This is an optimization exercise on Yosys and OpenROAD, whose aim is small area, a short achievable clock period and few clock cycles per item, not a production implementation.
Only simulation tests tie the RTL to the original design; equivalence was not proved.
Power figures rest on the tool's default switching activity, not on a simulated workload.

==> design.v <==
`timescale 1ns/1ps
module pollings_control_s_axi (
    input  wire        ACLK,
    input  wire        ARESET,
    input  wire [5:0]  AWADDR,
    input  wire        AWVALID,
    output wire        AWREADY,
    input  wire [31:0] WDATA,
    input  wire [3:0]  WSTRB,
    input  wire        WVALID,
    output wire        WREADY,
    output wire [1:0]  BRESP,
    output wire        BVALID,
    input  wire        BREADY,
    input  wire [5:0]  ARADDR,
    input  wire        ARVALID,
    output wire        ARREADY,
    output wire [31:0] RDATA,
    output wire [1:0]  RRESP,
    output wire        RVALID,
    input  wire        RREADY,
    output wire        interrupt,
    output wire [63:0] in_img,
    output wire [63:0] max_pool,
    output wire [63:0] min_pool,
    output wire [63:0] avg_pool,
    output wire        ap_start,
    input  wire        ap_done,
    input  wire        ap_ready,
    input  wire        ap_idle
);
localparam
    ADDR_AP_CTRL         = 6'h00,
    ADDR_GIE             = 6'h04,
    ADDR_IER             = 6'h08,
    ADDR_ISR             = 6'h0c,
    ADDR_IN_IMG_DATA_0   = 6'h10,
    ADDR_IN_IMG_DATA_1   = 6'h14,
    ADDR_MAX_POOL_DATA_0 = 6'h1c,
    ADDR_MAX_POOL_DATA_1 = 6'h20,
    ADDR_MIN_POOL_DATA_0 = 6'h28,
    ADDR_MIN_POOL_DATA_1 = 6'h2c,
    ADDR_AVG_POOL_DATA_0 = 6'h34,
    ADDR_AVG_POOL_DATA_1 = 6'h38;
reg        wst_idle, wst_data, wst_resp;
reg  [5:0] waddr;
wire       aw_hs = AWVALID & wst_idle;
wire       w_hs  = WVALID & wst_data;
assign AWREADY = wst_idle;
assign WREADY  = wst_data;
assign BVALID  = wst_resp;
assign BRESP   = 2'b00;
always @(posedge ACLK) begin
    if (ARESET) begin
        wst_idle <= 1'b0;    
        wst_data <= 1'b0;
        wst_resp <= 1'b0;
    end else begin
        wst_idle <= (wst_idle & ~AWVALID) | (wst_resp & BREADY) | (~wst_idle & ~wst_data & ~wst_resp);
        wst_data <= (wst_idle & AWVALID) | (wst_data & ~WVALID);
        wst_resp <= (wst_data & WVALID) | (wst_resp & ~BREADY);
    end
end
always @(posedge ACLK) if (aw_hs) waddr <= {AWADDR[5:2], 2'b00};
reg        rst_idle, rst_data;
reg [31:0] rdata;
wire       ar_hs = ARVALID & rst_idle;
assign ARREADY = rst_idle;
assign RVALID  = rst_data;
assign RDATA   = rdata;
assign RRESP   = 2'b00;
always @(posedge ACLK) begin
    if (ARESET) begin
        rst_idle <= 1'b0;
        rst_data <= 1'b0;
    end else begin
        rst_idle <= (rst_idle & ~ARVALID) | (rst_data & RREADY) | (~rst_idle & ~rst_data);
        rst_data <= (rst_idle & ARVALID) | (rst_data & ~RREADY);
    end
end
reg        int_ap_idle, int_ap_ready, int_task_ap_done, int_ap_start, int_interrupt;
reg        int_auto_restart, auto_restart_status, int_gie;
reg  [1:0] int_ier, int_isr;
reg [63:0] int_in_img, int_max_pool, int_min_pool, int_avg_pool;
wire [5:0] raddr = ARADDR;
always @(posedge ACLK) begin
    if (ar_hs) begin
        case (raddr)
            ADDR_AP_CTRL:         rdata <= {22'd0, int_interrupt, 1'b0, int_auto_restart, 3'd0,
                                            int_ap_ready, int_ap_idle, int_task_ap_done, int_ap_start};
            ADDR_GIE:             rdata <= {31'd0, int_gie};
            ADDR_IER:             rdata <= {30'd0, int_ier};
            ADDR_ISR:             rdata <= {30'd0, int_isr};
            ADDR_IN_IMG_DATA_0:   rdata <= int_in_img[31:0];
            ADDR_IN_IMG_DATA_1:   rdata <= int_in_img[63:32];
            ADDR_MAX_POOL_DATA_0: rdata <= int_max_pool[31:0];
            ADDR_MAX_POOL_DATA_1: rdata <= int_max_pool[63:32];
            ADDR_MIN_POOL_DATA_0: rdata <= int_min_pool[31:0];
            ADDR_MIN_POOL_DATA_1: rdata <= int_min_pool[63:32];
            ADDR_AVG_POOL_DATA_0: rdata <= int_avg_pool[31:0];
            ADDR_AVG_POOL_DATA_1: rdata <= int_avg_pool[63:32];
            default:              rdata <= 32'd0;
        endcase
    end
end
wire auto_restart_done = auto_restart_status & ap_idle & ~int_ap_idle;
wire task_ap_done      = (ap_done & ~auto_restart_status) | auto_restart_done;
wire task_ap_ready     = ap_ready & ~int_auto_restart;
wire ctrl_rd           = ar_hs && raddr == ADDR_AP_CTRL;
wire wr_ctrl           = w_hs && waddr == ADDR_AP_CTRL && WSTRB[0];
wire wr_gie            = w_hs && waddr == ADDR_GIE && WSTRB[0];
wire wr_ier            = w_hs && waddr == ADDR_IER && WSTRB[0];
wire wr_isr            = w_hs && waddr == ADDR_ISR && WSTRB[0];
assign interrupt = int_interrupt;
assign ap_start  = int_ap_start;
assign in_img    = int_in_img;
assign max_pool  = int_max_pool;
assign min_pool  = int_min_pool;
assign avg_pool  = int_avg_pool;
always @(posedge ACLK) begin
    if (ARESET) begin
        int_interrupt       <= 1'b0;
        int_ap_start        <= 1'b0;
        int_task_ap_done    <= 1'b0;
        int_ap_idle         <= 1'b0;
        int_ap_ready        <= 1'b0;
        int_auto_restart    <= 1'b0;
        auto_restart_status <= 1'b0;
        int_gie             <= 1'b0;
        int_ier             <= 2'b0;
        int_isr             <= 2'b0;
    end else begin
        int_interrupt <= int_gie & (|int_isr);
        if (w_hs && waddr == ADDR_AP_CTRL && WSTRB[0] && WDATA[0])
            int_ap_start <= 1'b1;
        else if (ap_ready)
            int_ap_start <= int_auto_restart;
        if (task_ap_done)
            int_task_ap_done <= 1'b1;
        else if (ctrl_rd)
            int_task_ap_done <= 1'b0;
        int_ap_idle <= ap_idle;
        if (task_ap_ready)
            int_ap_ready <= 1'b1;
        else if (ctrl_rd)
            int_ap_ready <= 1'b0;
        if (wr_ctrl)
            int_auto_restart <= WDATA[7];
        if (int_auto_restart)
            auto_restart_status <= 1'b1;
        else if (ap_idle)
            auto_restart_status <= 1'b0;
        if (wr_gie)
            int_gie <= WDATA[0];
        if (wr_ier)
            int_ier <= WDATA[1:0];
        if (int_ier[0] & ap_done)
            int_isr[0] <= 1'b1;
        else if (wr_isr)
            int_isr[0] <= int_isr[0] ^ WDATA[0];
        if (int_ier[1] & ap_ready)
            int_isr[1] <= 1'b1;
        else if (wr_isr)
            int_isr[1] <= int_isr[1] ^ WDATA[1];
    end
end
genvar b;
generate
    for (b = 0; b < 4; b = b + 1) begin : lane
        always @(posedge ACLK) begin
            if (ARESET) begin
                int_in_img[8*b +: 8]       <= 8'd0;
                int_in_img[32+8*b +: 8]    <= 8'd0;
                int_max_pool[8*b +: 8]     <= 8'd0;
                int_max_pool[32+8*b +: 8]  <= 8'd0;
                int_min_pool[8*b +: 8]     <= 8'd0;
                int_min_pool[32+8*b +: 8]  <= 8'd0;
                int_avg_pool[8*b +: 8]     <= 8'd0;
                int_avg_pool[32+8*b +: 8]  <= 8'd0;
            end else if (w_hs && WSTRB[b]) begin
                if (waddr == ADDR_IN_IMG_DATA_0)   int_in_img[8*b +: 8]      <= WDATA[8*b +: 8];
                if (waddr == ADDR_IN_IMG_DATA_1)   int_in_img[32+8*b +: 8]   <= WDATA[8*b +: 8];
                if (waddr == ADDR_MAX_POOL_DATA_0) int_max_pool[8*b +: 8]    <= WDATA[8*b +: 8];
                if (waddr == ADDR_MAX_POOL_DATA_1) int_max_pool[32+8*b +: 8] <= WDATA[8*b +: 8];
                if (waddr == ADDR_MIN_POOL_DATA_0) int_min_pool[8*b +: 8]    <= WDATA[8*b +: 8];
                if (waddr == ADDR_MIN_POOL_DATA_1) int_min_pool[32+8*b +: 8] <= WDATA[8*b +: 8];
                if (waddr == ADDR_AVG_POOL_DATA_0) int_avg_pool[8*b +: 8]    <= WDATA[8*b +: 8];
                if (waddr == ADDR_AVG_POOL_DATA_1) int_avg_pool[32+8*b +: 8] <= WDATA[8*b +: 8];
            end
        end
    end
endgenerate
endmodule
`timescale 1 ns / 1 ps 
module pollings (
        ap_clk,
        ap_rst_n,
        m_axi_gmem_AWVALID,
        m_axi_gmem_AWREADY,
        m_axi_gmem_AWADDR,
        m_axi_gmem_AWID,
        m_axi_gmem_AWLEN,
        m_axi_gmem_AWSIZE,
        m_axi_gmem_AWBURST,
        m_axi_gmem_AWLOCK,
        m_axi_gmem_AWCACHE,
        m_axi_gmem_AWPROT,
        m_axi_gmem_AWQOS,
        m_axi_gmem_AWREGION,
        m_axi_gmem_AWUSER,
        m_axi_gmem_WVALID,
        m_axi_gmem_WREADY,
        m_axi_gmem_WDATA,
        m_axi_gmem_WSTRB,
        m_axi_gmem_WLAST,
        m_axi_gmem_WID,
        m_axi_gmem_WUSER,
        m_axi_gmem_ARVALID,
        m_axi_gmem_ARREADY,
        m_axi_gmem_ARADDR,
        m_axi_gmem_ARID,
        m_axi_gmem_ARLEN,
        m_axi_gmem_ARSIZE,
        m_axi_gmem_ARBURST,
        m_axi_gmem_ARLOCK,
        m_axi_gmem_ARCACHE,
        m_axi_gmem_ARPROT,
        m_axi_gmem_ARQOS,
        m_axi_gmem_ARREGION,
        m_axi_gmem_ARUSER,
        m_axi_gmem_RVALID,
        m_axi_gmem_RREADY,
        m_axi_gmem_RDATA,
        m_axi_gmem_RLAST,
        m_axi_gmem_RID,
        m_axi_gmem_RUSER,
        m_axi_gmem_RRESP,
        m_axi_gmem_BVALID,
        m_axi_gmem_BREADY,
        m_axi_gmem_BRESP,
        m_axi_gmem_BID,
        m_axi_gmem_BUSER,
        s_axi_control_AWVALID,
        s_axi_control_AWREADY,
        s_axi_control_AWADDR,
        s_axi_control_WVALID,
        s_axi_control_WREADY,
        s_axi_control_WDATA,
        s_axi_control_WSTRB,
        s_axi_control_ARVALID,
        s_axi_control_ARREADY,
        s_axi_control_ARADDR,
        s_axi_control_RVALID,
        s_axi_control_RREADY,
        s_axi_control_RDATA,
        s_axi_control_RRESP,
        s_axi_control_BVALID,
        s_axi_control_BREADY,
        s_axi_control_BRESP,
        interrupt
);
parameter    ap_ST_fsm_pp0_stage0 = 4'd1;
parameter    ap_ST_fsm_pp0_stage1 = 4'd2;
parameter    ap_ST_fsm_pp0_stage2 = 4'd4;
parameter    ap_ST_fsm_pp0_stage3 = 4'd8;
parameter    C_S_AXI_CONTROL_DATA_WIDTH = 32;
parameter    C_S_AXI_CONTROL_ADDR_WIDTH = 6;
parameter    C_S_AXI_DATA_WIDTH = 32;
parameter    C_M_AXI_GMEM_ID_WIDTH = 1;
parameter    C_M_AXI_GMEM_ADDR_WIDTH = 64;
parameter    C_M_AXI_GMEM_DATA_WIDTH = 32;
parameter    C_M_AXI_GMEM_AWUSER_WIDTH = 1;
parameter    C_M_AXI_GMEM_ARUSER_WIDTH = 1;
parameter    C_M_AXI_GMEM_WUSER_WIDTH = 1;
parameter    C_M_AXI_GMEM_RUSER_WIDTH = 1;
parameter    C_M_AXI_GMEM_BUSER_WIDTH = 1;
parameter    C_M_AXI_GMEM_USER_VALUE = 0;
parameter    C_M_AXI_GMEM_PROT_VALUE = 0;
parameter    C_M_AXI_GMEM_CACHE_VALUE = 3;
parameter    C_M_AXI_DATA_WIDTH = 32;
parameter C_S_AXI_CONTROL_WSTRB_WIDTH = (32 / 8);
parameter C_S_AXI_WSTRB_WIDTH = (32 / 8);
parameter C_M_AXI_GMEM_WSTRB_WIDTH = (32 / 8);
parameter C_M_AXI_WSTRB_WIDTH = (32 / 8);
input   ap_clk;
input   ap_rst_n;
output   m_axi_gmem_AWVALID;
input   m_axi_gmem_AWREADY;
output  [C_M_AXI_GMEM_ADDR_WIDTH - 1:0] m_axi_gmem_AWADDR;
output  [C_M_AXI_GMEM_ID_WIDTH - 1:0] m_axi_gmem_AWID;
output  [7:0] m_axi_gmem_AWLEN;
output  [2:0] m_axi_gmem_AWSIZE;
output  [1:0] m_axi_gmem_AWBURST;
output  [1:0] m_axi_gmem_AWLOCK;
output  [3:0] m_axi_gmem_AWCACHE;
output  [2:0] m_axi_gmem_AWPROT;
output  [3:0] m_axi_gmem_AWQOS;
output  [3:0] m_axi_gmem_AWREGION;
output  [C_M_AXI_GMEM_AWUSER_WIDTH - 1:0] m_axi_gmem_AWUSER;
output   m_axi_gmem_WVALID;
input   m_axi_gmem_WREADY;
output  [C_M_AXI_GMEM_DATA_WIDTH - 1:0] m_axi_gmem_WDATA;
output  [C_M_AXI_GMEM_WSTRB_WIDTH - 1:0] m_axi_gmem_WSTRB;
output   m_axi_gmem_WLAST;
output  [C_M_AXI_GMEM_ID_WIDTH - 1:0] m_axi_gmem_WID;
output  [C_M_AXI_GMEM_WUSER_WIDTH - 1:0] m_axi_gmem_WUSER;
output   m_axi_gmem_ARVALID;
input   m_axi_gmem_ARREADY;
output  [C_M_AXI_GMEM_ADDR_WIDTH - 1:0] m_axi_gmem_ARADDR;
output  [C_M_AXI_GMEM_ID_WIDTH - 1:0] m_axi_gmem_ARID;
output  [7:0] m_axi_gmem_ARLEN;
output  [2:0] m_axi_gmem_ARSIZE;
output  [1:0] m_axi_gmem_ARBURST;
output  [1:0] m_axi_gmem_ARLOCK;
output  [3:0] m_axi_gmem_ARCACHE;
output  [2:0] m_axi_gmem_ARPROT;
output  [3:0] m_axi_gmem_ARQOS;
output  [3:0] m_axi_gmem_ARREGION;
output  [C_M_AXI_GMEM_ARUSER_WIDTH - 1:0] m_axi_gmem_ARUSER;
input   m_axi_gmem_RVALID;
output   m_axi_gmem_RREADY;
input  [C_M_AXI_GMEM_DATA_WIDTH - 1:0] m_axi_gmem_RDATA;
input   m_axi_gmem_RLAST;
input  [C_M_AXI_GMEM_ID_WIDTH - 1:0] m_axi_gmem_RID;
input  [C_M_AXI_GMEM_RUSER_WIDTH - 1:0] m_axi_gmem_RUSER;
input  [1:0] m_axi_gmem_RRESP;
input   m_axi_gmem_BVALID;
output   m_axi_gmem_BREADY;
input  [1:0] m_axi_gmem_BRESP;
input  [C_M_AXI_GMEM_ID_WIDTH - 1:0] m_axi_gmem_BID;
input  [C_M_AXI_GMEM_BUSER_WIDTH - 1:0] m_axi_gmem_BUSER;
input   s_axi_control_AWVALID;
output   s_axi_control_AWREADY;
input  [C_S_AXI_CONTROL_ADDR_WIDTH - 1:0] s_axi_control_AWADDR;
input   s_axi_control_WVALID;
output   s_axi_control_WREADY;
input  [C_S_AXI_CONTROL_DATA_WIDTH - 1:0] s_axi_control_WDATA;
input  [C_S_AXI_CONTROL_WSTRB_WIDTH - 1:0] s_axi_control_WSTRB;
input   s_axi_control_ARVALID;
output   s_axi_control_ARREADY;
input  [C_S_AXI_CONTROL_ADDR_WIDTH - 1:0] s_axi_control_ARADDR;
output   s_axi_control_RVALID;
input   s_axi_control_RREADY;
output  [C_S_AXI_CONTROL_DATA_WIDTH - 1:0] s_axi_control_RDATA;
output  [1:0] s_axi_control_RRESP;
output   s_axi_control_BVALID;
input   s_axi_control_BREADY;
output  [1:0] s_axi_control_BRESP;
output   interrupt;
wire        rst = ~ap_rst_n;
wire [63:0] in_img, max_pool, min_pool, avg_pool;
wire        ap_start;
reg         ap_done;
wire        ap_ready = ap_done;
wire        ap_idle;
pollings_control_s_axi control_s_axi_U (
    .ACLK(ap_clk),
    .ARESET(rst),
    .AWADDR(s_axi_control_AWADDR),
    .AWVALID(s_axi_control_AWVALID),
    .AWREADY(s_axi_control_AWREADY),
    .WDATA(s_axi_control_WDATA),
    .WSTRB(s_axi_control_WSTRB),
    .WVALID(s_axi_control_WVALID),
    .WREADY(s_axi_control_WREADY),
    .BRESP(s_axi_control_BRESP),
    .BVALID(s_axi_control_BVALID),
    .BREADY(s_axi_control_BREADY),
    .ARADDR(s_axi_control_ARADDR),
    .ARVALID(s_axi_control_ARVALID),
    .ARREADY(s_axi_control_ARREADY),
    .RDATA(s_axi_control_RDATA),
    .RRESP(s_axi_control_RRESP),
    .RVALID(s_axi_control_RVALID),
    .RREADY(s_axi_control_RREADY),
    .interrupt(interrupt),
    .in_img(in_img),
    .max_pool(max_pool),
    .min_pool(min_pool),
    .avg_pool(avg_pool),
    .ap_start(ap_start),
    .ap_done(ap_done),
    .ap_ready(ap_ready),
    .ap_idle(ap_idle)
);
assign m_axi_gmem_AWID     = 1'b0;
assign m_axi_gmem_AWLEN    = 8'd0;
assign m_axi_gmem_AWSIZE   = 3'd2;
assign m_axi_gmem_AWBURST  = 2'd1;
assign m_axi_gmem_AWLOCK   = 2'd0;
assign m_axi_gmem_AWCACHE  = 4'd3;
assign m_axi_gmem_AWPROT   = 3'd0;
assign m_axi_gmem_AWQOS    = 4'd0;
assign m_axi_gmem_AWREGION = 4'd0;
assign m_axi_gmem_AWUSER   = 1'b0;
assign m_axi_gmem_WSTRB    = 4'hf;
assign m_axi_gmem_WLAST    = 1'b1;
assign m_axi_gmem_WID      = 1'b0;
assign m_axi_gmem_WUSER    = 1'b0;
assign m_axi_gmem_ARID     = 1'b0;
assign m_axi_gmem_ARLEN    = 8'd0;
assign m_axi_gmem_ARSIZE   = 3'd2;
assign m_axi_gmem_ARBURST  = 2'd1;
assign m_axi_gmem_ARLOCK   = 2'd0;
assign m_axi_gmem_ARCACHE  = 4'd3;
assign m_axi_gmem_ARPROT   = 3'd0;
assign m_axi_gmem_ARQOS    = 4'd0;
assign m_axi_gmem_ARREGION = 4'd0;
assign m_axi_gmem_ARUSER   = 1'b0;
assign m_axi_gmem_BREADY   = 1'b1;
reg        busy;
wire       start = ap_start & ~busy;
assign     ap_idle = ~busy & ~ap_start;
reg        arvalid;
reg [63:0] araddr;
reg  [9:0] ar_idx;           
wire       ar_hs = arvalid & m_axi_gmem_ARREADY;
wire [9:0] ar_nidx = start ? 10'd0 : ar_idx + 10'd1;
wire [11:0] ar_off = {ar_nidx[9:5], ar_nidx[0], ar_nidx[4:2], ar_nidx[1], 2'b00};
assign m_axi_gmem_ARVALID = arvalid;
assign m_axi_gmem_ARADDR  = araddr;
always @(posedge ap_clk) begin
    if (rst) begin
        arvalid <= 1'b0;
        ar_idx  <= 10'd0;
    end else if (start) begin
        arvalid <= 1'b1;
        ar_idx  <= 10'd0;
    end else if (ar_hs) begin
        arvalid <= ~&ar_idx;
        ar_idx  <= ar_nidx;
    end
end
always @(posedge ap_clk) if (start | ar_hs) araddr <= in_img + {52'd0, ar_off};
reg        awvalid;
reg [63:0] awaddr;
reg  [7:0] aw_g;             
reg  [1:0] aw_q;             
wire       aw_hs = awvalid & m_axi_gmem_AWREADY;
wire       aw_last = (aw_q == 2'd2) & (&aw_g);
wire [1:0] aw_nq = start ? 2'd0 : (aw_q == 2'd2) ? 2'd0 : aw_q + 2'd1;
wire [7:0] aw_ng = start ? 8'd0 : (aw_q == 2'd2) ? aw_g + 8'd1 : aw_g;
wire [63:0] aw_base = aw_nq[1] ? avg_pool : aw_nq[0] ? min_pool : max_pool;
assign m_axi_gmem_AWVALID = awvalid;
assign m_axi_gmem_AWADDR  = awaddr;
always @(posedge ap_clk) begin
    if (rst) begin
        awvalid <= 1'b0;
        aw_g    <= 8'd0;
        aw_q    <= 2'd0;
    end else if (start) begin
        awvalid <= 1'b1;
        aw_g    <= 8'd0;
        aw_q    <= 2'd0;
    end else if (aw_hs) begin
        awvalid <= ~aw_last;
        aw_g    <= aw_ng;
        aw_q    <= aw_nq;
    end
end
always @(posedge ap_clk) if (start | aw_hs) awaddr <= aw_base + {54'd0, aw_ng, 2'b00};
reg        rready;
reg [31:0] rreg;             
reg        rv;               
reg  [1:0] r_ph;             
reg  [1:0] c_ph;             
reg [31:0] top;              
reg [47:0] part;             
reg [95:0] slots;            
reg  [1:0] wcnt;
reg        wvalid;
wire       r_hs = rready & m_axi_gmem_RVALID;
wire       w_hs = wvalid & m_axi_gmem_WREADY;
wire       grp  = rv & (c_ph == 2'd3);
wire       load = grp & (wcnt == 2'd0);
wire       stall = grp & ~load;
assign m_axi_gmem_RREADY = rready;
assign m_axi_gmem_WVALID = wvalid;
assign m_axi_gmem_WDATA  = slots[31:0];
function [47:0] pool2;
    input [31:0] t;
    input [31:0] d;
    integer p;
    reg [7:0] a, b, c, e, mxt, mnt, mxb, mnb;
    reg [9:0] s;
    begin
        for (p = 0; p < 2; p = p + 1) begin
            a = t[16*p +: 8]; b = t[16*p+8 +: 8];
            c = d[16*p +: 8]; e = d[16*p+8 +: 8];
            mxt = (a > b) ? a : b;  mnt = (a > b) ? b : a;
            mxb = (c > e) ? c : e;  mnb = (c > e) ? e : c;
            s = {2'b00, a} + {2'b00, b} + {2'b00, c} + {2'b00, e};
            pool2[8*p +: 8]      = (mxt > mxb) ? mxt : mxb;
            pool2[16 + 8*p +: 8] = (mnt < mnb) ? mnt : mnb;
            pool2[32 + 8*p +: 8] = s[9:2];
        end
    end
endfunction
wire [47:0] pooled = pool2(top, rreg);
wire       rv_n    = r_hs | stall;
wire [1:0] wcnt_n  = load ? 2'd3 : wcnt - {1'b0, w_hs};
wire       next_b1 = r_hs ? (r_ph == 2'd3) : stall;
always @(posedge ap_clk) begin
    if (rst) begin
        rready <= 1'b0;
        rv     <= 1'b0;
        r_ph   <= 2'd0;
        c_ph   <= 2'd0;
        wcnt   <= 2'd0;
        wvalid <= 1'b0;
    end else begin
        rv     <= rv_n;
        if (r_hs) begin
            r_ph <= r_ph + 2'd1;
            c_ph <= r_ph;
        end
        wcnt   <= wcnt_n;
        wvalid <= wcnt_n != 2'd0;
        rready <= busy & ~(next_b1 & (wcnt_n != 2'd0));
        if (start) begin
            r_ph <= 2'd0;
        end
    end
end
always @(posedge ap_clk) begin
    if (r_hs) rreg <= m_axi_gmem_RDATA;
    if (rv & ~c_ph[0]) top <= rreg;
    if (rv & (c_ph == 2'd1)) part <= pooled;
    if (load)
        slots <= {pooled[47:32], part[47:32], pooled[31:16], part[31:16], pooled[15:0], part[15:0]};
    else if (w_hs)
        slots <= {32'd0, slots[95:32]};
end
reg  [9:0] bcnt;             
reg        last_b;           
wire       b_hs = m_axi_gmem_BVALID;
always @(*) ap_done = busy & last_b & b_hs;
always @(posedge ap_clk) begin
    if (rst) begin
        busy   <= 1'b0;
        bcnt   <= 10'd0;
        last_b <= 1'b0;
    end else if (start) begin
        busy   <= 1'b1;
        bcnt   <= 10'd0;
        last_b <= 1'b0;
    end else if (busy & b_hs) begin
        bcnt   <= bcnt + 10'd1;
        last_b <= bcnt == 10'd766;
        if (last_b) busy <= 1'b0;
    end
end
endmodule
==> run.sh <==
#!/bin/bash
# synth_recipe.tcl (not shown) runs the flow's synth.tcl, then flattens the netlist and writes it again
# the make line also repeats each setting of config.mk as NAME=value (left out here)
make -C /OpenROAD-flow-scripts/flow DESIGN_CONFIG=/design/flow/config.mk WORK_HOME=/design/flow/orfs CLKGATE_MAP_FILE= SYNTH_SCRIPT=/design/flow/synth_recipe.tcl finish
==> config.mk <==
export PLATFORM = sky130hd
export DESIGN_NAME = pollings
export DESIGN_NICKNAME = pollings
export VERILOG_FILES = /design/flow/design.v
export SDC_FILE = /design/flow/constraint.sdc
export NUM_CORES = 4
export LEC_CHECK = 0
export CAP_MARGIN = 20
export CORE_MARGIN = 2
export CORE_UTILIZATION = 40
export SLEW_MARGIN = 20
==> constraint.sdc <==
create_clock -name core_clock -period 10.0 [get_ports {ap_clk}]
set_input_delay 2.0000 -clock core_clock [delete_from_list [all_inputs] [get_ports {ap_clk}]]
set_output_delay 2.0000 -clock core_clock [all_outputs]
set_load 0.01 [all_outputs]
==> results of run 1 <==
power by group:
| part | leakage [nW] | internal (mW) | switching [mW] |
|---|---|---|---|
| Sequential | 5.85 | 3.00 | 0.0186 |
| Clock | 1.27 | 1.70 | 1.22 |
| Combinational | 8.63 | 0.0783 | 0.128 |
| Total | 15.7 | 4.78 | 1.37 |
critical path, delay by kind of cell, from the launching register on:
kind / cells / cell delay [ns]
AOI/OAI and AO/OA: 4 / 1.20
DFF: 1 / 0.31
and+or+nand+nor: 5 / 2.75
buffers and inverters: 1 / 0.54
xor gates and xnor gates: 1 / 0.17
adders and majority gates: 1 / 0.27
cell families after synthesis:
group	after synthesis	synth area share
AO/OA/AOI/OAI	452	0.08898
buffers and inverters	384	0.05494
AND/OR/NAND/NOR	1095	0.1441
flip-flops	688	0.4995
adder cells (fa/ha/maj)	134	0.05515
other	2	0.0002144
multiplexers	416	0.1199
XOR/XNOR	148	0.03722
routing by layer:
layer  track usage  routed length (um)
met1        0.3083               45840
met2        0.3407               45600
met3       0.03938                7140
met4       0.07833                3037
met5             0                  44
sequential cells by signal, indices dropped and copies added, names as in the netlist, 48 cells and up:
signal,count
araddr,64
awaddr,64
control_s_axi_U.int_max_pool,64
part,48
control_s_axi_U.int_min_pool,64
control_s_axi_U.int_in_img,64
control_s_axi_U.int_avg_pool,64
slots,96
cells in the mapped netlist, types with 22 or more instances:
master,number,area (um2)
sky130_fd_sc_hd__mux2_2,27,304.0
sky130_fd_sc_hd__a21oi_1,131,655.6
sky130_fd_sc_hd__nor3_1,58,290.3
sky130_fd_sc_hd__o21ai_0,77,385.4
sky130_fd_sc_hd__a222oi_1,57,570.6
sky130_fd_sc_hd__xor2_1,53,464.2
sky130_fd_sc_hd__inv_1,99,371.6
sky130_fd_sc_hd__mux2i_1,388,3884
sky130_fd_sc_hd__o21a_1,22,165.2
sky130_fd_sc_hd__a22oi_1,38,285.3
sky130_fd_sc_hd__nor2_1,425,1595
sky130_fd_sc_hd__nand3_1,100,500.5
sky130_fd_sc_hd__nand4_1,31,193.9
sky130_fd_sc_hd__fa_1,34,680.7
sky130_fd_sc_hd__ha_1,100,1251
sky130_fd_sc_hd__buf_1,36,135.1
sky130_fd_sc_hd__dfxtp_1,316,6326
sky130_fd_sc_hd__edfxtp_1,372,11170
sky130_fd_sc_hd__buf_4,112,840.8
sky130_fd_sc_hd__xnor2_1,94,823.3
sky130_fd_sc_hd__clkbuf_1,113,424.2
sky130_fd_sc_hd__and2_1,41,256.5
sky130_fd_sc_hd__nand2_1,295,1107
worst max path at each step:
stage | to | from | cells past startpoint
floorplan | awaddr[51] | aw_q[0] | 20
finish | awaddr[61] | aw_q[1] | 12
global route | part[24] | rreg[29] | 15
global placement | awaddr[61] | aw_q[0] | 11
detailed placement | awaddr[63] | aw_q[0] | 11
CTS | awaddr[61] | aw_q[0] | 11
area by class of cell:
| cell class | count | area (um2) |
|---|---|---|
| inverters | 101 | 386.6 |
| repair buffers | 328 | 3202 |
| clock inverters | 21 | 340.3 |
| fillers | 8063 | 45580 |
| flip-flops and latches | 688 | 17500 |
| clock buffers | 122 | 2292 |
| diodes | 2 | 5.005 |
| well taps | 1155 | 1445 |
| multi-input cells | 2321 | 16000 |
through the flow:
step	hold WS [ns]	util	instance area, um2	setup WS [ns]	cells
2_1_floorplan	0.4288	-	35310	5.212	3393
3_3_place_gp	0.4601	0.4437	38490	4.581	4590
3_5_place_dp	0.4695	0.4439	38510	4.577	4591
4_1_cts	0.4785	0.4742	41140	4.596	4734
5_1_grt	0.4887	0.4746	41170	4.387	4737
6_report	0.4772	0.4746	41170	4.468	4738
==> impl.org, run 1 <==
** Finish
- The net count of the finished layout is about 3,800.
- Most frequent standard cell in the layout excluding fill and tap cells :: sky130_fd_sc_hd__nor2_1
- In the layout the commonest cells are sky130_fd_sc_hd__nor2_1 (418), sky130_fd_sc_hd__mux2i_1 (388), sky130_fd_sc_hd__edfxtp_1 (372), sky130_fd_sc_hd__dfxtp_1 (315), sky130_fd_sc_hd__nand2_1 (293).
- Proportion of layout cells with a drive suffix above 1 :: 0.06618
- The area growth from synthesis to layout is 17.54%.

** Synth
- Synthesized area per cell :: about 11 um2
- Number of synthesized flops with an enable pin :: ~370
- After synthesis the cells add up to 35,030 um2.
- Synthesized instance count :: roughly 3,300
- Flip-flop and latch count after synthesis :: 688
- The Yosys step of the flow raised 2 warnings.
- Async S/R FF share, synth :: 0
- Seq/Total Area, Yosys :: 0.4995
- Counting distinct cell types in the post-synthesis netlist gives between 90 and 100.
- Main synth FF type :: sky130_fd_sc_hd__edfxtp_1

** Clocking
- Source-to-sink clock delay at the later pin of the worst-skew pair :: 0.67 ns
- Reg clk slew, reported paths :: around 0.06 ns
- Once the clock tree was built, the setup fixing pass inserted 0 buffers.
- The clock passes through at most 3 buffers.
- Num Clock Sinks :: about 700
- Hold-fix buffer count after cts :: 0
- CTS tree :: done
- Number of levels the H-tree was split into :: 3
- Inserted Clock Buffers :: 78
- Clock root buffer :: sky130_fd_sc_hd__clkbuf_16
- Resized cells post-CTS :: 0

** Floorplanning
- Number of placed I/O pins :: approximately 380
- Core ar. :: roughly 87,000 um2
- The floorplan step set the die height to 299.9 um.
- Row count :: between 100 and 150
- The initial utilization of the core area, before any placement, comes to 0.4038.
- Die area :: between 80,000 and 90,000 um2
- Width of the die :: between 200 and 300 um

** Placed design
- Placed wire-length estimate after detailed placement :: between 70 and 80 mm
- IO Port Bufs :: between 200 and 300
- Routability-driven placement finished with a final weighted congestion of between 0.8 and 0.9.

** STA
- For the finished layout, the period the worst path requires is 5.532 ns.
- Max-Slew Margin vs Limit :: 0.2187
- Part of the cycle the worst path needs :: 0.5532
- Post-route clock skew :: 0.06335 ns
- Setup repair after global routing missed its margin :: false
- The max-slew violation count came to 0.
- Derived from the worst setup path, the maximum achievable clock frequency is about 180 MHz.
- After routing, the total negative slack on setup checks comes to 0 ns.
- The final hold violation count came to 0.
- Slew at the pin with the worst max-slew slack :: around 1.2 ns
- Endpoints failing setup :: 0

** Setup path
- On the critical path, the stage with the largest delay is an instance of sky130_fd_sc_hd__nor4_1.
- For this run, the slowest stage of the critical path takes between 0.9 and 1 ns.
- Critical Setup Path Class :: flip-flop to flip-flop
- R2r worst-path depth :: 12
- In this run the worst path has a maximum fanout of 45.
- STA classifies the critical path endpoint as a flip-flop.
- In this run the critical register-to-register path is captured at awaddr[61].
- Worst flop-to-flop path startpoint :: aw_q[1]
- Element type at the critical path start :: flip-flop
- Traced cell by cell, the critical path runs through inv_1, nand2_4, o21ai_0, ha_1, a211oi_1, nor2_1, o31ai_1, a211oi_2, or4b_1, nor4_1, nand4_1, xnor2_1.
- At the worst endpoint, the required time is a little over 10 ns.
- Arr. time, crit path :: about 5.9 ns
- In this run the register-to-register setup slack is around 4.5 ns.

** Routing
- First-pass iteration count of the detailed router :: 7
- The final layout contains routed wiring with a total length of about 100 mm.
- Post-detailed-route wirelength per cell :: around 21 um
- DRC :: 0
- In this run, the number of DRC markers left after iteration 0 of detailed routing was about 2,200.
- Number of nets still failing antenna checks after routing :: 0
- For this block, the via count after detailed routing is between 20,000 and 30,000.
- Detail-routed via count per cell :: 5.394

** Global route
- Total gr overflow :: 0
- The first global-routing pass estimated ~150 mm of wire.
- Maximum number of pins on one net before global-route repair :: 122
- The number of global-route vias before repair was around 24,000.
- Global router's overall resource usage :: 0.2199
- Antenna violations before repair :: 8

** Run
- MaxCap Viol Count :: 0

** Hold path
- For hold timing, the worst endpoint is r_ph[1].
- Number of cells on the worst hold path :: 2
- In this run the most critical hold path is launched from r_ph[1].
- The min-delay analysis places its worst path in the category flip-flop to flip-flop.

** Pwr
- Summed over all cells, the static leakage comes to 15.75 nW.
- Dividing total power by cell area gives a power density of ~150 nW/um2.
- IR drop worst, VDD :: roughly 0.12 mV
- The design draws between 6 and 7 mW.

** Status
- Result of the run :: complete, no violations
Testbench counts, summed over its fixed seeds: cycles 12,996, images 12.
==> run 2: changes to the inputs <==
--- a/design.v
+++ b/design.v
@@ -165,27 +165,29 @@
     end
 end
+wire [31:0] wd0 = WDATA & {32{~ARESET}};
+reg  [7:0]  wsel;
+always @(*) begin
+    wsel[0] = waddr == ADDR_IN_IMG_DATA_0;
+    wsel[1] = waddr == ADDR_IN_IMG_DATA_1;
+    wsel[2] = waddr == ADDR_MAX_POOL_DATA_0;
+    wsel[3] = waddr == ADDR_MAX_POOL_DATA_1;
+    wsel[4] = waddr == ADDR_MIN_POOL_DATA_0;
+    wsel[5] = waddr == ADDR_MIN_POOL_DATA_1;
+    wsel[6] = waddr == ADDR_AVG_POOL_DATA_0;
+    wsel[7] = waddr == ADDR_AVG_POOL_DATA_1;
+end
 genvar b;
 generate
     for (b = 0; b < 4; b = b + 1) begin : lane
+        wire we = w_hs & WSTRB[b];
         always @(posedge ACLK) begin
-            if (ARESET) begin
-                int_in_img[8*b +: 8]       <= 8'd0;
-                int_in_img[32+8*b +: 8]    <= 8'd0;
-                int_max_pool[8*b +: 8]     <= 8'd0;
-                int_max_pool[32+8*b +: 8]  <= 8'd0;
-                int_min_pool[8*b +: 8]     <= 8'd0;
-                int_min_pool[32+8*b +: 8]  <= 8'd0;
-                int_avg_pool[8*b +: 8]     <= 8'd0;
-                int_avg_pool[32+8*b +: 8]  <= 8'd0;
-            end else if (w_hs && WSTRB[b]) begin
-                if (waddr == ADDR_IN_IMG_DATA_0)   int_in_img[8*b +: 8]      <= WDATA[8*b +: 8];
-                if (waddr == ADDR_IN_IMG_DATA_1)   int_in_img[32+8*b +: 8]   <= WDATA[8*b +: 8];
-                if (waddr == ADDR_MAX_POOL_DATA_0) int_max_pool[8*b +: 8]    <= WDATA[8*b +: 8];
-                if (waddr == ADDR_MAX_POOL_DATA_1) int_max_pool[32+8*b +: 8] <= WDATA[8*b +: 8];
-                if (waddr == ADDR_MIN_POOL_DATA_0) int_min_pool[8*b +: 8]    <= WDATA[8*b +: 8];
-                if (waddr == ADDR_MIN_POOL_DATA_1) int_min_pool[32+8*b +: 8] <= WDATA[8*b +: 8];
-                if (waddr == ADDR_AVG_POOL_DATA_0) int_avg_pool[8*b +: 8]    <= WDATA[8*b +: 8];
-                if (waddr == ADDR_AVG_POOL_DATA_1) int_avg_pool[32+8*b +: 8] <= WDATA[8*b +: 8];
-            end
+            if (ARESET | (we & wsel[0])) int_in_img[8*b +: 8]       <= wd0[8*b +: 8];
+            if (ARESET | (we & wsel[1])) int_in_img[32+8*b +: 8]    <= wd0[8*b +: 8];
+            if (ARESET | (we & wsel[2])) int_max_pool[8*b +: 8]     <= wd0[8*b +: 8];
+            if (ARESET | (we & wsel[3])) int_max_pool[32+8*b +: 8]  <= wd0[8*b +: 8];
+            if (ARESET | (we & wsel[4])) int_min_pool[8*b +: 8]     <= wd0[8*b +: 8];
+            if (ARESET | (we & wsel[5])) int_min_pool[32+8*b +: 8]  <= wd0[8*b +: 8];
+            if (ARESET | (we & wsel[6])) int_avg_pool[8*b +: 8]     <= wd0[8*b +: 8];
+            if (ARESET | (we & wsel[7])) int_avg_pool[32+8*b +: 8]  <= wd0[8*b +: 8];
         end
     end
@@ -414,8 +416,7 @@
 reg        arvalid;
 reg [63:0] araddr;
-reg  [9:0] ar_idx;           
+reg  [9:0] ar_n;
 wire       ar_hs = arvalid & m_axi_gmem_ARREADY;
-wire [9:0] ar_nidx = start ? 10'd0 : ar_idx + 10'd1;
-wire [11:0] ar_off = {ar_nidx[9:5], ar_nidx[0], ar_nidx[4:2], ar_nidx[1], 2'b00};
+wire [11:0] ar_off = {ar_n[9:5], ar_n[0], ar_n[4:2], ar_n[1], 2'b00};
 assign m_axi_gmem_ARVALID = arvalid;
 assign m_axi_gmem_ARADDR  = araddr;
@@ -423,11 +424,8 @@
     if (rst) begin
         arvalid <= 1'b0;
-        ar_idx  <= 10'd0;
-    end else if (start) begin
-        arvalid <= 1'b1;
-        ar_idx  <= 10'd0;
-    end else if (ar_hs) begin
-        arvalid <= ~&ar_idx;
-        ar_idx  <= ar_nidx;
+        ar_n    <= 10'd0;
+    end else if (start | ar_hs) begin
+        arvalid <= start | (|ar_n);
+        if (start | (|ar_n)) ar_n <= ar_n + 10'd1;
     end
 end
@@ -435,11 +433,9 @@
 reg        awvalid;
 reg [63:0] awaddr;
-reg  [7:0] aw_g;             
-reg  [1:0] aw_q;             
+reg  [2:0] aw_nq;
+reg  [7:0] aw_ng;
 wire       aw_hs = awvalid & m_axi_gmem_AWREADY;
-wire       aw_last = (aw_q == 2'd2) & (&aw_g);
-wire [1:0] aw_nq = start ? 2'd0 : (aw_q == 2'd2) ? 2'd0 : aw_q + 2'd1;
-wire [7:0] aw_ng = start ? 8'd0 : (aw_q == 2'd2) ? aw_g + 8'd1 : aw_g;
-wire [63:0] aw_base = aw_nq[1] ? avg_pool : aw_nq[0] ? min_pool : max_pool;
+wire       aw_wrap = aw_nq[0] & (aw_ng == 8'd0);
+wire [63:0] aw_base = ({64{aw_nq[0]}} & max_pool) | ({64{aw_nq[1]}} & min_pool) | ({64{aw_nq[2]}} & avg_pool);
 assign m_axi_gmem_AWVALID = awvalid;
 assign m_axi_gmem_AWADDR  = awaddr;
@@ -447,14 +443,12 @@
     if (rst) begin
         awvalid <= 1'b0;
-        aw_g    <= 8'd0;
-        aw_q    <= 2'd0;
-    end else if (start) begin
-        awvalid <= 1'b1;
-        aw_g    <= 8'd0;
-        aw_q    <= 2'd0;
-    end else if (aw_hs) begin
-        awvalid <= ~aw_last;
-        aw_g    <= aw_ng;
-        aw_q    <= aw_nq;
+        aw_nq   <= 3'b001;
+        aw_ng   <= 8'd0;
+    end else if (start | aw_hs) begin
+        awvalid <= start | ~aw_wrap;
+        if (start | ~aw_wrap) begin
+            aw_nq <= {aw_nq[1:0], aw_nq[2]};
+            if (aw_nq[2]) aw_ng <= aw_ng + 8'd1;
+        end
     end
 end
@@ -467,5 +461,6 @@
 reg [31:0] top;              
 reg [47:0] part;             
-reg [95:0] slots;            
+reg [31:0] wd;               
+reg [63:0] hold;             
 reg  [1:0] wcnt;
 reg        wvalid;
@@ -477,5 +472,5 @@
 assign m_axi_gmem_RREADY = rready;
 assign m_axi_gmem_WVALID = wvalid;
-assign m_axi_gmem_WDATA  = slots[31:0];
+assign m_axi_gmem_WDATA  = wd;
 function [47:0] pool2;
     input [31:0] t;
@@ -527,8 +522,11 @@
     if (rv & ~c_ph[0]) top <= rreg;
     if (rv & (c_ph == 2'd1)) part <= pooled;
-    if (load)
-        slots <= {pooled[47:32], part[47:32], pooled[31:16], part[31:16], pooled[15:0], part[15:0]};
-    else if (w_hs)
-        slots <= {32'd0, slots[95:32]};
+    if (load) begin
+        wd   <= {pooled[15:0], part[15:0]};
+        hold <= {pooled[47:32], part[47:32], pooled[31:16], part[31:16]};
+    end else if (w_hs) begin
+        wd          <= hold[31:0];
+        hold[31:0]  <= hold[63:32];
+    end
 end
 reg  [9:0] bcnt;             
==> impl.org, run 2 <==
** Status
- The run finished with no timing, DRC or antenna violations.

** Synth
- The top-area cell type share of the netlist area came to 0.5778 (+0.2589).
- The number of unique standard cell types used by synthesis came to 83 (-14%).
- Number of synthesized flops with an enable pin :: 628 (+69%)
- The share of synthesized registers carrying an async set or reset is 0 (unchanged).
- The sequential-to-total area share from yosys stat is 0.6152 (+0.1157).
- The commonest cells after synthesis are sky130_fd_sc_hd__edfxtp_1 (628), sky130_fd_sc_hd__nand2_1 (225), sky130_fd_sc_hd__inv_1 (109), sky130_fd_sc_hd__nor2_1 (103), sky130_fd_sc_hd__ha_1 (102).
- The gate count of the mapped netlist was 2,460 (-26%).
- Leading post-synthesis cells by cell area :: sky130_fd_sc_hd__edfxtp_1 (58%), sky130_fd_sc_hd__ha_1 (3.9%), sky130_fd_sc_hd__dfxtp_1 (3.7%)
- The average cell area after synthesis was 13.27 um2 (+26%).
- Most frequent cell after synthesis :: sky130_fd_sc_hd__edfxtp_1
- Main synth FF type :: sky130_fd_sc_hd__edfxtp_1
- The number of warnings printed during yosys synthesis is 2 (unchanged).
- Post-synthesis instance area :: 32,640 um2 (-6.8%)
- sky130_fd_sc_hd__edfxtp_1 takes more of the synthesized area than any other cell.
- The number of synthesized register bits is 689 (+0.15%).

** Finish
- Fillers :: 7,045 (-13%)
- Syn-to-layout area delta :: 19.59%
- Proportion of layout cells with a drive suffix above 1 :: 0.08739 (+0.02120)
- Total Nets Final :: 3,014 (-20%)
- Combined flip-flop and latch cell area :: 20,080 um2 (+15%)
- Most frequent standard cell in the layout excluding fill and tap cells :: sky130_fd_sc_hd__edfxtp_1
- Leaving out fill and tap cells, the most frequent cells in the layout are sky130_fd_sc_hd__edfxtp_1 (628), sky130_fd_sc_hd__clkdlybuf4s50_1 (290), sky130_fd_sc_hd__nand2_1 (223), sky130_fd_sc_hd__inv_1 (108), sky130_fd_sc_hd__ha_1 (102).
- Area of combinational cells with multiple inputs :: 11,420 um2 (-29%)

** STA
- The count of final setup violators is 0 (unchanged).
- Part of the cycle the worst path needs :: 0.5413 (-0.01194)
- Max Clk Rate :: 184.7 MHz (+2.2%)
- The slew of the pin with the lowest slew margin is 1.149 ns (-0.01811 ns).
- The max-slew violation count is 0 (unchanged).
- Post-route clock skew :: 0.03684 ns (-0.02652 ns)
- Setup repair after global routing missed its margin :: false
- Max-Slew Margin vs Limit :: 0.2285 (+0.009804)
- The final period demand of the worst path was 5.413 ns (-0.1194 ns).
- Final hold viol count :: 0 (unchanged)
- The setup TNS after final layout came to 0 ns (unchanged).

** Clocking
- The clock latency reported for the late side of the worst-skew pair is 0.64 ns (-0.03 ns).
- Reg clk slew, reported paths :: 0.06 ns (about the same)
- Clock root buffer :: sky130_fd_sc_hd__clkbuf_16
- The deepest level of the CTS H-tree came to 3 (unchanged).
- Resized cells post-CTS :: 0 (unchanged)
- Maximum clock insertion buffer count :: 3 (unchanged)
- The CTS buffer count came to 76 (-2.6%).
- Setup Fix Bufs, Post-CTS :: 0 (unchanged)
- Hold-fix buffer count after cts :: 0 (unchanged)
- The number of sinks on the clock net came to 689 (+0.15%).
- CTS tree :: done

** Floorplanning
- The die area was 83,900 um2 (-6.7%).
- Number of placed I/O pins :: 379 (unchanged)
- The die boundary width was 289.7 um (-3.4%).
- The area inside the core boundary was 80,680 um2 (-7.0%).
- Die span in y :: 289.7 um (-3.4%)
- Starting utilization of the core area :: 0.4046 (+0.0007866)
- The floorplan row count is 104 (-3.7%).

** Global route
- The first-pass GRT wire length was 135.1 mm (-11%).
- The initial antenna violation count was 14 (+6).
- The maximum number of pins on one net before global-route repair was 73 (-40%).
- Total gr overflow :: 0 (unchanged)
- The number of global-route vias before repair came to 21,420 (-12%).
- The global routing usage summed across all routing layers is 0.2166 (-0.003265).

** Setup path
- The reg2reg setup slack came to 4.59 ns (+0.12 ns).
- The worst register-to-register path begins at top[1].
- STA classifies the critical path endpoint as a flip-flop.
- R2r worst-path depth :: 14 (+2)
- Worst path required time :: 10.36 ns (-0.02 ns)
- The worst-path maximum fanout is 17 (-62%).
- The setup path with the least slack is of type flip-flop to flip-flop.
- The worst setup path is launched from a flip-flop.
- The endpoint identified for the worst register-to-register timing path is part[21].
- Arr. time, crit path :: 5.78 ns (-0.13 ns)

** Routing
- Total number of vias :: 21,490 (-16%)
- The remaining antenna violation count was 0 (unchanged).
- The count of TritonRoute iterations in the first routing pass is 8 (+1).
- First-iteration detailed-routing DRC count :: 2,270 (+3.3%)
- Detail-routed via count per cell :: 5.511 (+2.2%)
- DRC :: 0 (unchanged)
- The average wire length per cell after detail routing is 23.81 um (+11%).
- Detailed-route wire length :: 92.83 mm (-8.7%)

** Pwr
- Overall Power :: 6.402 mW (+4.1%)
- Power Density :: 164.0 nW/um2 (+9.8%)
- The cell leakage power came to 14.19 nW (-9.9%).
- The peak supply drop came to 0.1300 mV (+11%).

** Run
- MaxCap Viol Count :: 0 (unchanged)

** Placed design
- The weighted congestion reported at the end of routability-driven placement is 0.8839 (-0.20%).
- Placed wire-length estimate after detailed placement :: 65.18 mm (-8.3%)
- The count of input and output buffers came to 291 (unchanged).

** Hold path
- Startpoint of the most critical hold path :: part[36]
- For hold timing, the worst endpoint is hold[36].
- The cell depth of the worst min-delay path came to 0 (-2).
- Hold Path Class :: flip-flop to flip-flop
==> run 2: worst max path at each step <==
stage	startpoint	to	slack, ns	cells past startpoint
6_report	top[1]	part[21]	4.59	14
5_1_grt	top[5]	part[18]	4.18	13
3_3_place_gp	top[1]	part[21]	4.71	14
3_5_place_dp	top[1]	part[21]	4.69	14
2_1_floorplan	top[1]	part[23]	5.39	17
4_1_cts	top[1]	part[21]	4.65	14
==> run 2: critical path, stage by stage (launching register included) <==
cell	delay, ns
sky130_fd_sc_hd__edfxtp_1	0.46
sky130_fd_sc_hd__ha_1	0.34
sky130_fd_sc_hd__nor2b_1	0.13
sky130_fd_sc_hd__o211ai_1	0.19
sky130_fd_sc_hd__a21oi_1	0.14
sky130_fd_sc_hd__o31ai_4	0.85
sky130_fd_sc_hd__mux2_2	0.47
sky130_fd_sc_hd__ha_1	0.31
sky130_fd_sc_hd__a21o_1	0.11
sky130_fd_sc_hd__a21oi_1	0.06
sky130_fd_sc_hd__o21ai_1	0.49
sky130_fd_sc_hd__a41oi_1	0.09
sky130_fd_sc_hd__nor2_1	0.47
sky130_fd_sc_hd__o21a_1	0.62
sky130_fd_sc_hd__mux2_2	0.41
==> run 2: cell type report <==
class | count | area share
clock buffer | 94 | 0.05071
clock inverter | 45 | 0.01318
inverter | 111 | 0.01071
multi-input combinational | 1565 | 0.2926
antenna | 1 | 0.00006411
timing repair buffer | 334 | 0.08424
sequential | 689 | 0.5145
tap | 1060 | 0.03398
==> run 2: cells by family (layout without fill, tap and decap cells) <==
group	Yosys count	after routing	synth area share
flops	689	689	0.6152
simple gates	666	666	0.1027
compound gates	418	418	0.09733
buf+inv	280	584	0.04623
xor+xnor	154	154	0.04133
fa+ha+maj	136	136	0.05996
mux	115	115	0.03699
other cells	2	77	0.0002301
==> run 2: per-layer routing <==
metal  wire (um)  part of all wire  GRT usage
met1       35600              0.38     0.2672
met2       45790              0.49     0.3688
met3        8662             0.093    0.05502
met4        2650             0.029    0.07577
met5         131            0.0014          0
==> run 2: where the power goes <==
part	switching [mW]	leakage (nW)	internal (mW)
sequential	0.0599	6.52	3.24
clock	1.19	1.21	1.63
combinational	0.175	6.46	0.112
total	1.42	14.2	4.98
==> run 2: through the flow <==
stage	worst slack, ns	instances	util	cell area [um2]	hold slack, ns
2_1_floorplan	5.392	2534	-	32920	0.4003
3_3_place_gp	4.709	3755	0.4516	36430	0.4001
3_5_place_dp	4.693	3755	0.4516	36430	0.4045
4_1_cts	4.655	3894	0.4825	38930	0.4129
5_1_grt	4.180	3898	0.4838	39030	0.4228
6_report	4.587	3899	0.4838	39030	0.4096
Testbench counts of run 2, summed over its fixed seeds: cycles 12,996, images 12.
==> run 3: changes to the inputs <==
--- a/config.mk
+++ b/config.mk
@@ -8,4 +8,6 @@
 export CAP_MARGIN = 20
 export CORE_MARGIN = 2
-export CORE_UTILIZATION = 40
+export CORE_UTILIZATION = 60
+export SETUP_SLACK_MARGIN = 5
 export SLEW_MARGIN = 20
+export TNS_END_PERCENT = 100
==> impl.org, run 3 <==
** STA
- Setup repair after global routing left no endpoint under its margin.
- Post-route clock skew :: 0.02546 ns (-0.01138 ns)
- Max Clk Rate :: 212.0 MHz (+15%)
- The final hold violation count is 0 (unchanged).
- Slew at the pin with the worst max-slew slack :: 1.222 ns (+0.07267 ns)
- The max-slew violation count was 0 (unchanged).
- The final period demand of the worst path came to 4.717 ns (-0.6961 ns).
- The setup TNS after final layout is 0 ns (unchanged).
- Final WS setup :: 5.283 ns (+0.6961 ns)
- Min Hold Slack :: 0.4135 ns (+0.003949 ns)
- The share of the cycle needed by the critical path after routing was 0.4717 (-0.06961).
- The count of final setup violators came to 0 (unchanged).
- The headroom to the max-slew limit was 0.1852 (-0.04330).

** Placed design
- IO Port Bufs :: 291 (unchanged)
- Gpl congestion :: 0.9112 (+3.1%)
- Placed wire-length estimate after detailed placement :: 59.90 mm (-8.1%)
- The number of placed instances with taps included came to 3,396 (-9.6%).
- The pre-CTS setup slack was 4.630 ns (-0.06339 ns).

** Finish
- The number of inserted filler cells in the final layout is 3,642 (-48%).
- Non-filler instance count after layout :: 3,536 (-9.3%)
- Proportion of layout cells with a drive suffix above 1 :: 0.08850 (+0.001119)
- The final net count came to 3,016 (+0.066%).
- The area growth from synthesis to layout is 17.86%.
- The combined area of the multi-input logic cells is 11,410 um2 (about the same).
- Most frequent standard cell in the layout excluding fill and tap cells :: sky130_fd_sc_hd__edfxtp_1
- The top cell types in the final layout, fill and taps aside, are sky130_fd_sc_hd__edfxtp_1 (628), sky130_fd_sc_hd__clkdlybuf4s50_1 (290), sky130_fd_sc_hd__nand2_1 (223), sky130_fd_sc_hd__inv_1 (108), sky130_fd_sc_hd__ha_1 (102).
- Combined flip-flop and latch cell area :: 20,080 um2 (unchanged)

** Clocking
- The buffer levels on the longest clock path is 3 (unchanged).
- The post-CTS clock slew at the launch and capture registers of the worst setup and hold paths came to 0.07 ns (about the same).
- CTS tree :: done
- The deepest level of the CTS H-tree came to 3 (unchanged).
- The number of sinks on the clock net is 689 (unchanged).
- Clock tree synthesis selected as its root buffer the cell sky130_fd_sc_hd__clkbuf_16.
- The clock latency reported for the late side of the worst-skew pair was 0.62 ns (-0.02 ns).
- The number of hold-repair buffers added at the cts stage was 0 (unchanged).
- The CTS buffer count was 72 (-5.3%).

** Setup path
- The startpoint identified for the worst register-to-register timing path is aw_nq[0].
- The worst endpoint required time was 10.33 ns (-0.03 ns).
- The worst setup path is launched from a flip-flop.
- The worst endpoint data arrival time was 5.05 ns (-0.73 ns).
- Setup crit start :: aw_nq[0]
- The worst setup path is of the flip-flop to flip-flop kind.
- Kind of end point of the critical path :: flip-flop
- Peak fanout along the critical path :: 38 (+21)

** Synth
- The number of warnings printed during yosys synthesis is 2 (unchanged).
- Synthesized area per cell :: 13.27 um2 (unchanged)
- Async S/R FF share, synth :: 0 (unchanged)
- The top-area cell type share of the netlist area was 0.5778 (unchanged).
- Counting instances in the post-synthesis netlist gives the leading cell types as sky130_fd_sc_hd__edfxtp_1 (628), sky130_fd_sc_hd__nand2_1 (225), sky130_fd_sc_hd__inv_1 (109), sky130_fd_sc_hd__nor2_1 (103), sky130_fd_sc_hd__ha_1 (102).
- Most frequent cell after synthesis :: sky130_fd_sc_hd__edfxtp_1
- Number of synthesized flops with an enable pin :: 628 (unchanged)
- Summed over all instances, the cell type with the most area after synthesis is sky130_fd_sc_hd__edfxtp_1.
- Among all flip-flop cells after synthesis, the most frequent one is sky130_fd_sc_hd__edfxtp_1.
- Flip-flop and latch count after synthesis :: 689 (unchanged)
- The post-synth design cell area is 32,640 um2 (unchanged).
- Synthesized instance count :: 2,460 (unchanged)
- Leading post-synthesis cells by cell area :: sky130_fd_sc_hd__edfxtp_1 (58%), sky130_fd_sc_hd__ha_1 (3.9%), sky130_fd_sc_hd__dfxtp_1 (3.7%)
- The number of unique standard cell types used by synthesis was 83 (unchanged).
- The sequential-to-total area share from yosys stat came to 0.6152 (unchanged).

** Floorplanning
- Starting utilization of the core area :: 0.6065 (+0.2020)
- Core ar. :: 53,810 um2 (-33%)
- Die span in y :: 237.2 um (-18%)
- The I/O pin count was 379 (unchanged).
- Row count :: 85 (-18%)
- Die area :: 56,280 um2 (-33%)
- Width of the die :: 237.2 um (-18%)

** Routing
- Post-detailed-route wirelength per cell :: 24.32 um (+2.1%)
- Highest routed metal layer :: met5
- The total length of routed met2 wires is 41.44 mm (-9.5%).
- Routed metal-1 wire length :: 33.15 mm (-6.9%)
- The count of TritonRoute iterations in the first routing pass was 7 (-1).
- The total detailed-routing wirelength is 85.99 mm (-7.4%).
- Total number of vias :: 21,850 (+1.7%)
- The post-route DRC violation count is 0 (unchanged).
- The remaining antenna violation count came to 0 (unchanged).
- First-iteration detailed-routing DRC count :: 2,119 (-6.7%)
- The wire length on met3 was 8.079 mm (-6.7%).
- The post-detailed-route via-to-cell ratio was 6.179 (+12%).

** Global route
- Via count of the first global-routing pass :: 21,580 (+0.72%)
- Maximum number of pins on one net before global-route repair :: 72 (-1.4%)
- The total grt overflow is 0 (unchanged).
- Global-route wire length before repair :: 128.1 mm (-5.2%)
- Global router's overall resource usage :: 0.3032 (+0.08655)
- The initial antenna violation count came to 7 (-7).

** Status
- Result of the run :: complete, no violations

** Pwr
- Total leakage power :: 14.15 nW (-0.26%)
- The total power of the final layout is 6.289 mW (-1.8%).
- The peak supply drop is 0.1301 mV (+0.11%).
- The areal power density over the cells was 163.5 nW/um2 (-0.33%).

** Run
- MaxCap Viol Count :: 0 (unchanged)

** Hold path
- The worst hold path begins at part[37].
- In this run the worst hold path is classified as flip-flop to flip-flop.
run 3: cell types whose count changed in the layout (fill, tap and decap cells not counted), moves of 3 or more:
cell	previous run	this run
sky130_fd_sc_hd__buf_16	3	0
sky130_fd_sc_hd__buf_4	39	49
sky130_fd_sc_hd__clkbuf_8	1	4
sky130_fd_sc_hd__clkinv_4	6	2
sky130_fd_sc_hd__diode_2	1	4
sky130_fd_sc_hd__nor2_2	0	4
sky130_fd_sc_hd__nor2_4	4	1
run 3: worst paths after layout:
check / end / slack (ns) / cells after the start
worst max-delay path: awaddr[54] / 5.28 / 12
worst min-delay path: hold[37] / 0.41 / 0
worst max register to register: awaddr[54] / 5.28 / 12
worst min register to register: hold[37] / 0.41 / 0
run 3: area by class of cell:
class / instances / share of cell area
sequential: 689 / 0.5221
multi-input combinational: 1565 / 0.2967
timing repair buffer: 340 / 0.08515
clock buffer: 99 / 0.05383
tap: 696 / 0.02264
inverter: 111 / 0.01086
clock inverter: 32 / 0.008489
antenna: 4 / 0.0002602
run 3: power by group:
part           leakage, nW  switching (mW)  internal (mW)
logic                 6.46           0.171          0.112
registers             6.52          0.0581           3.24
clock network         1.17            1.10           1.61
run 3: worst max-delay path, cell delays in order (launching register included):
cell and delay, ns:
sky130_fd_sc_hd__dfxtp_2 0.55, sky130_fd_sc_hd__buf_4 0.42, sky130_fd_sc_hd__a222oi_1 0.59, sky130_fd_sc_hd__inv_1 0.21, sky130_fd_sc_hd__ha_1 0.27, sky130_fd_sc_hd__fa_1 0.42, sky130_fd_sc_hd__a21o_1 0.19, sky130_fd_sc_hd__a21oi_1 0.21
sky130_fd_sc_hd__nand2b_1 0.19, sky130_fd_sc_hd__a211o_1 0.55, sky130_fd_sc_hd__and3b_1 0.43, sky130_fd_sc_hd__and2b_1 0.26, sky130_fd_sc_hd__xnor2_1 0.13
run 3: logic make-up after synthesis:
| kind of cell | after synthesis | synth area share |
|---|---|---|
| mux | 115 | 0.03699 |
| flops | 689 | 0.6152 |
| compound gates | 418 | 0.09733 |
| simple gates | 666 | 0.1027 |
| xor+xnor | 154 | 0.04133 |
| buf+inv | 280 | 0.04623 |
| fa+ha+maj | 136 | 0.05996 |
| other cells | 2 | 0.0002301 |
run 3: per-layer routing:
layer / vias to the layer above / global-route usage
li1: 9843 / -
met1: 10680 / 0.4001
met2: 1125 / 0.4968
met3: 190 / 0.05667
met4: 8 / 0.1288
met5: - / 0
run 3: timing repair:
| item | CTS | global route |
|---|---|---|
| pin swaps | 1 | 0 |
| buffers inserted | 3 | 0 |
| setup endpoints to repair | 23 | 27 |
| gates resized for setup | 1 | 4 |
run 3: per-stage QoR:
step	utilization	cell area [um2]
global placement	0.6689	35990
detailed placement	0.6689	35990
global route	0.7147	38460
finish	0.7149	38470
CTS	0.7139	38420
floorplan	-	32920
==> run 4: changes to the inputs <==
==> flow/run.sh (new file) <==
#!/bin/bash
# Standard synthesis, then the standard layout steps with repair_timing aiming
# at a larger setup margin (each make run's full output in its own log here).
set -euo pipefail
MARGIN=$(cat flow/margin.txt)
bash standard.sh synth > synth.log 2>&1
bash standard.sh SETUP_SLACK_MARGIN=$MARGIN finish > layout.log 2>&1
==> flow/margin.txt (new file) <==
7
==> standard.sh (new file) <==
#!/bin/bash
# synth_recipe.tcl (not shown) runs the flow's synth.tcl, then flattens the netlist and writes it again
# the make line also repeats each setting of config.mk as NAME=value (left out here)
make -C /OpenROAD-flow-scripts/flow DESIGN_CONFIG=/design/flow/config.mk WORK_HOME=/design/flow/orfs CLKGATE_MAP_FILE= SYNTH_SCRIPT=/design/flow/synth_recipe.tcl "${@:-finish}"
--- a/config.mk
+++ b/config.mk
@@ -9,5 +9,3 @@
 export CORE_MARGIN = 2
 export CORE_UTILIZATION = 60
-export SETUP_SLACK_MARGIN = 5
 export SLEW_MARGIN = 20
-export TNS_END_PERCENT = 100
removed: run.sh
==> impl.org, run 4 <==
** Global route
- The initial antenna violation count was 7 (unchanged).
- Via count of the first global-routing pass :: 23,640 (+9.5%)
- The maximum number of pins on one net before global-route repair is 65 (-9.7%).
- The first-pass GRT wire length came to 144.2 mm (+13%).
- The global routing usage summed across all routing layers was 0.3453 (+0.04217).

** Setup path
- Critical Setup Path Class :: flip-flop to flip-flop
- Among all stages on the critical path, the largest delay is contributed by sky130_fd_sc_hd__edfxtp_1.
- The worst endpoint required time is 10.36 ns (+0.03 ns).
- Arr. time, crit path :: 4.35 ns (-0.70 ns)
- Peak fanout along the critical path :: 4 (-89%)
- STA classifies the critical path endpoint as a flip-flop.
- The stage delay of the slowest cell on the critical path was 0.45 ns (-0.14 ns).
- CP cell instances :: inv_2, ha_4, nor2b_4, o211ai_1, a21oi_2, o31ai_4, buf_6, buf_16, mux2i_4, ha_4, a21o_1, a21o_1, o21ai_2, a21oi_4, buf_6, mux2i_4, mux2_4

** Synth
- Async S/R FF share, synth :: 0 (unchanged)
- The post-synth design cell area was 32,640 um2 (unchanged).
- Number of distinct library cells after synthesis :: 83 (unchanged)
- The most common cell in the synthesized netlist is sky130_fd_sc_hd__edfxtp_1.
- Sorting the synthesized cells by area gives the leading types as sky130_fd_sc_hd__edfxtp_1 (58%), sky130_fd_sc_hd__ha_1 (3.9%), sky130_fd_sc_hd__dfxtp_1 (3.7%).
- Post-synth top area share :: 0.5778 (unchanged)
- Library cell occupying the most area in the post-synthesis netlist :: sky130_fd_sc_hd__edfxtp_1
- Synthesized instance count :: 2,460 (unchanged)
- Synthesized area per cell :: 13.27 um2 (unchanged)
- The number of warnings printed during yosys synthesis came to 2 (unchanged).
- The number of synthesized register bits is 689 (unchanged).
- The number of synthesized flops with an enable pin came to 628 (unchanged).

** Floorplanning
- Number of placed I/O pins :: 379 (unchanged)
- The die boundary width was 237.2 um (unchanged).
- Die area :: 56,280 um2 (unchanged)
- Starting utilization of the core area :: 0.6065 (unchanged)

** Clocking
- Hold-fix buffer count after cts :: 0 (unchanged)
- The CTS buffer count was 72 (unchanged).
- The clock latency reported for the late side of the worst-skew pair is 0.63 ns (about the same).
- The buffer levels on the longest clock path is 3 (unchanged).
- Clock root buffer :: sky130_fd_sc_hd__clkbuf_16
- Num Clock Sinks :: 689 (unchanged)

** STA
- Setup repair after global routing could not meet its margin everywhere.
- Number of pins with negative max-slew slack in the final report :: 0 (unchanged)
- The share of the cycle needed by the critical path after routing was 0.3991 (-0.07255).
- The setup TNS after final layout came to 0 ns (unchanged).
- Max Clk Rate :: 250.5 MHz (+18%)
- The headroom to the max-slew limit was 0.1472 (-0.03808).
- Post-route clock skew :: 0.02956 ns (+0.004099 ns)
- Final hold viol count :: 0 (unchanged)

** Pwr
- Power Density :: 146.0 nW/um2 (-11%)
- The combinational group share of total power is 0.054 (+0.009).
- Switching power summed over all nets :: 1.416 mW (+6.2%)
- The cell leakage power is 16.45 nW (+16%).
- Part of the total power dissipated in the clock network :: 0.425 (-0.006)
- Sequential cell fraction of total power :: 0.521 (-0.003)
- Overall Power :: 6.329 mW (+0.64%)
- The fraction of power spent switching nets was 0.2237 (+0.01178).

** Finish
- Combined flip-flop and latch cell area :: 20,110 um2 (+0.15%)
- Syn-to-layout area delta :: 32.85%
- Leaving out fill and tap cells, the most frequent cells in the layout are sky130_fd_sc_hd__edfxtp_1 (628), sky130_fd_sc_hd__nand2_1 (197), sky130_fd_sc_hd__buf_2 (187), sky130_fd_sc_hd__buf_4 (176), sky130_fd_sc_hd__inv_1 (101).
- The final net count is 3,271 (+8.5%).
- The combined area of the multi-input logic cells was 14,360 um2 (+26%).
- The share of final-layout standard cells stronger than drive strength 1 is 0.3436 (+0.2551).
- The number of inserted filler cells in the final layout was 2,912 (-20%).
- Most frequent standard cell in the layout excluding fill and tap cells :: sky130_fd_sc_hd__edfxtp_1

** Routing
- Post-detailed-route wirelength per cell :: 27.27 um (+12%)
- The count of TritonRoute iterations in the first routing pass came to 9 (+2).
- Detailed-route wire length :: 103.4 mm (+20%)
- The remaining antenna violation count came to 0 (unchanged).
- First-iteration detailed-routing DRC count :: 3,008 (+42%)
- DRC :: 0 (unchanged)
- The post-detailed-route via-to-cell ratio is 6.409 (+3.7%).

** Placed design
- Placed Cells incl. Taps :: 3,373 (-0.68%)
- Gpl congestion :: 0.8933 (-2.0%)
- IO Port Bufs :: 291 (unchanged)

** Status
- Result of the run :: complete, no violations

** Run
- The max-cap check violation count came to 0 (unchanged).
==> run 4: cell counts after synthesis <==
No cell type changed its count.
==> run 4: timing repair <==
action / in CTS / in global routing
setup endpoints to repair: 938 / 482
buffers inserted: 188 / 78
gates cloned: 13 / 2
pin swaps: 114 / 92
gates resized for setup: 1131 / 204
==> run 4: worst max-delay path, delay by kind of cell (launching register included) <==
kind,cells,cell delay [ns]
adder cells (fa/ha/maj),2,0.44
buffers and inverters,4,0.53
flip-flops,1,0.45
AO/OA/AOI/OAI,7,1.44
multiplexers,3,0.74
AND/OR/NAND/NOR,1,0.12
==> run 4: area by class of cell <==
class,count,area share
inverter,111,0.01019
timing repair buffer,588,0.1207
clock inverter,36,0.007589
clock buffer,95,0.04597
multi-input combinational,1571,0.3312
timing repair inverter,1,0.0001731
tap,696,0.02008
sequential,689,0.4639
antenna,4,0.0002309
==> run 4: metrics by stage <==
stage | hold WS [ns] | setup slack (ns) | util | area [um2]
2_1_floorplan | 0.4003 | 5.980 | - | 34400
3_3_place_gp | 0.4017 | 5.168 | 0.6868 | 36960
3_5_place_dp | 0.4045 | 5.076 | 0.6868 | 36960
4_1_cts | 0.4070 | 6.185 | 0.7724 | 41560
5_1_grt | 0.4153 | 5.873 | 0.8056 | 43350
6_report | 0.4171 | 6.009 | 0.8057 | 43360
==> run 4: path summary, 6_finish.rpt <==
| check | startpoint | end | slack [ns] | depth (start not counted) |
|---|---|---|---|---|
| setup reg to reg | rreg[25] | wd[26] | 6.01 | 17 |
| hold reg to reg | part[47] | hold[47] | 0.42 | 0 |
| setup / recovery | rreg[25] | wd[26] | 6.01 | 17 |
| hold / removal | part[47] | hold[47] | 0.42 | 0 |
==> run 4: logic make-up (layout without fill, tap and decap cells) <==
| kind of cell | after synthesis | after routing | share of synthesized area |
|---|---|---|---|
| flip-flops | 689 | 689 | 0.6152 |
| other | 2 | 80 | 0.0002301 |
| AO/OA/AOI/OAI | 418 | 420 | 0.09733 |
| AND/OR/NAND/NOR | 666 | 670 | 0.1027 |
| buffers and inverters | 280 | 831 | 0.04623 |
| multiplexers | 115 | 115 | 0.03699 |
| adder cells (fa/ha/maj) | 136 | 136 | 0.05996 |
| XOR/XNOR | 154 | 154 | 0.04133 |
==> run 4: power groups by stage <==
| stage | logic [mW] | registers, mW | clock network [mW] |
|---|---|---|---|
| global placement | 0.282 | 3.35 | 0 |
| detailed placement | 0.287 | 3.36 | 0 |
| CTS | 0.316 | 3.29 | 2.69 |
| floorplan | 0.176 | 3.34 | 0 |
| global route | 0.358 | 3.30 | 2.82 |
| finish | 0.340 | 3.30 | 2.69 |
==> run 4: metal layers <==
metal	wire length, um	part of all wire	up-vias	track usage
met5	57	0.00055	-	0
li1	-	-	10380	-
met4	6416	0.062	8	0.1828
met1	36000	0.35	11850	0.4219
met2	49730	0.48	1671	0.5689
met3	11180	0.11	387	0.08814
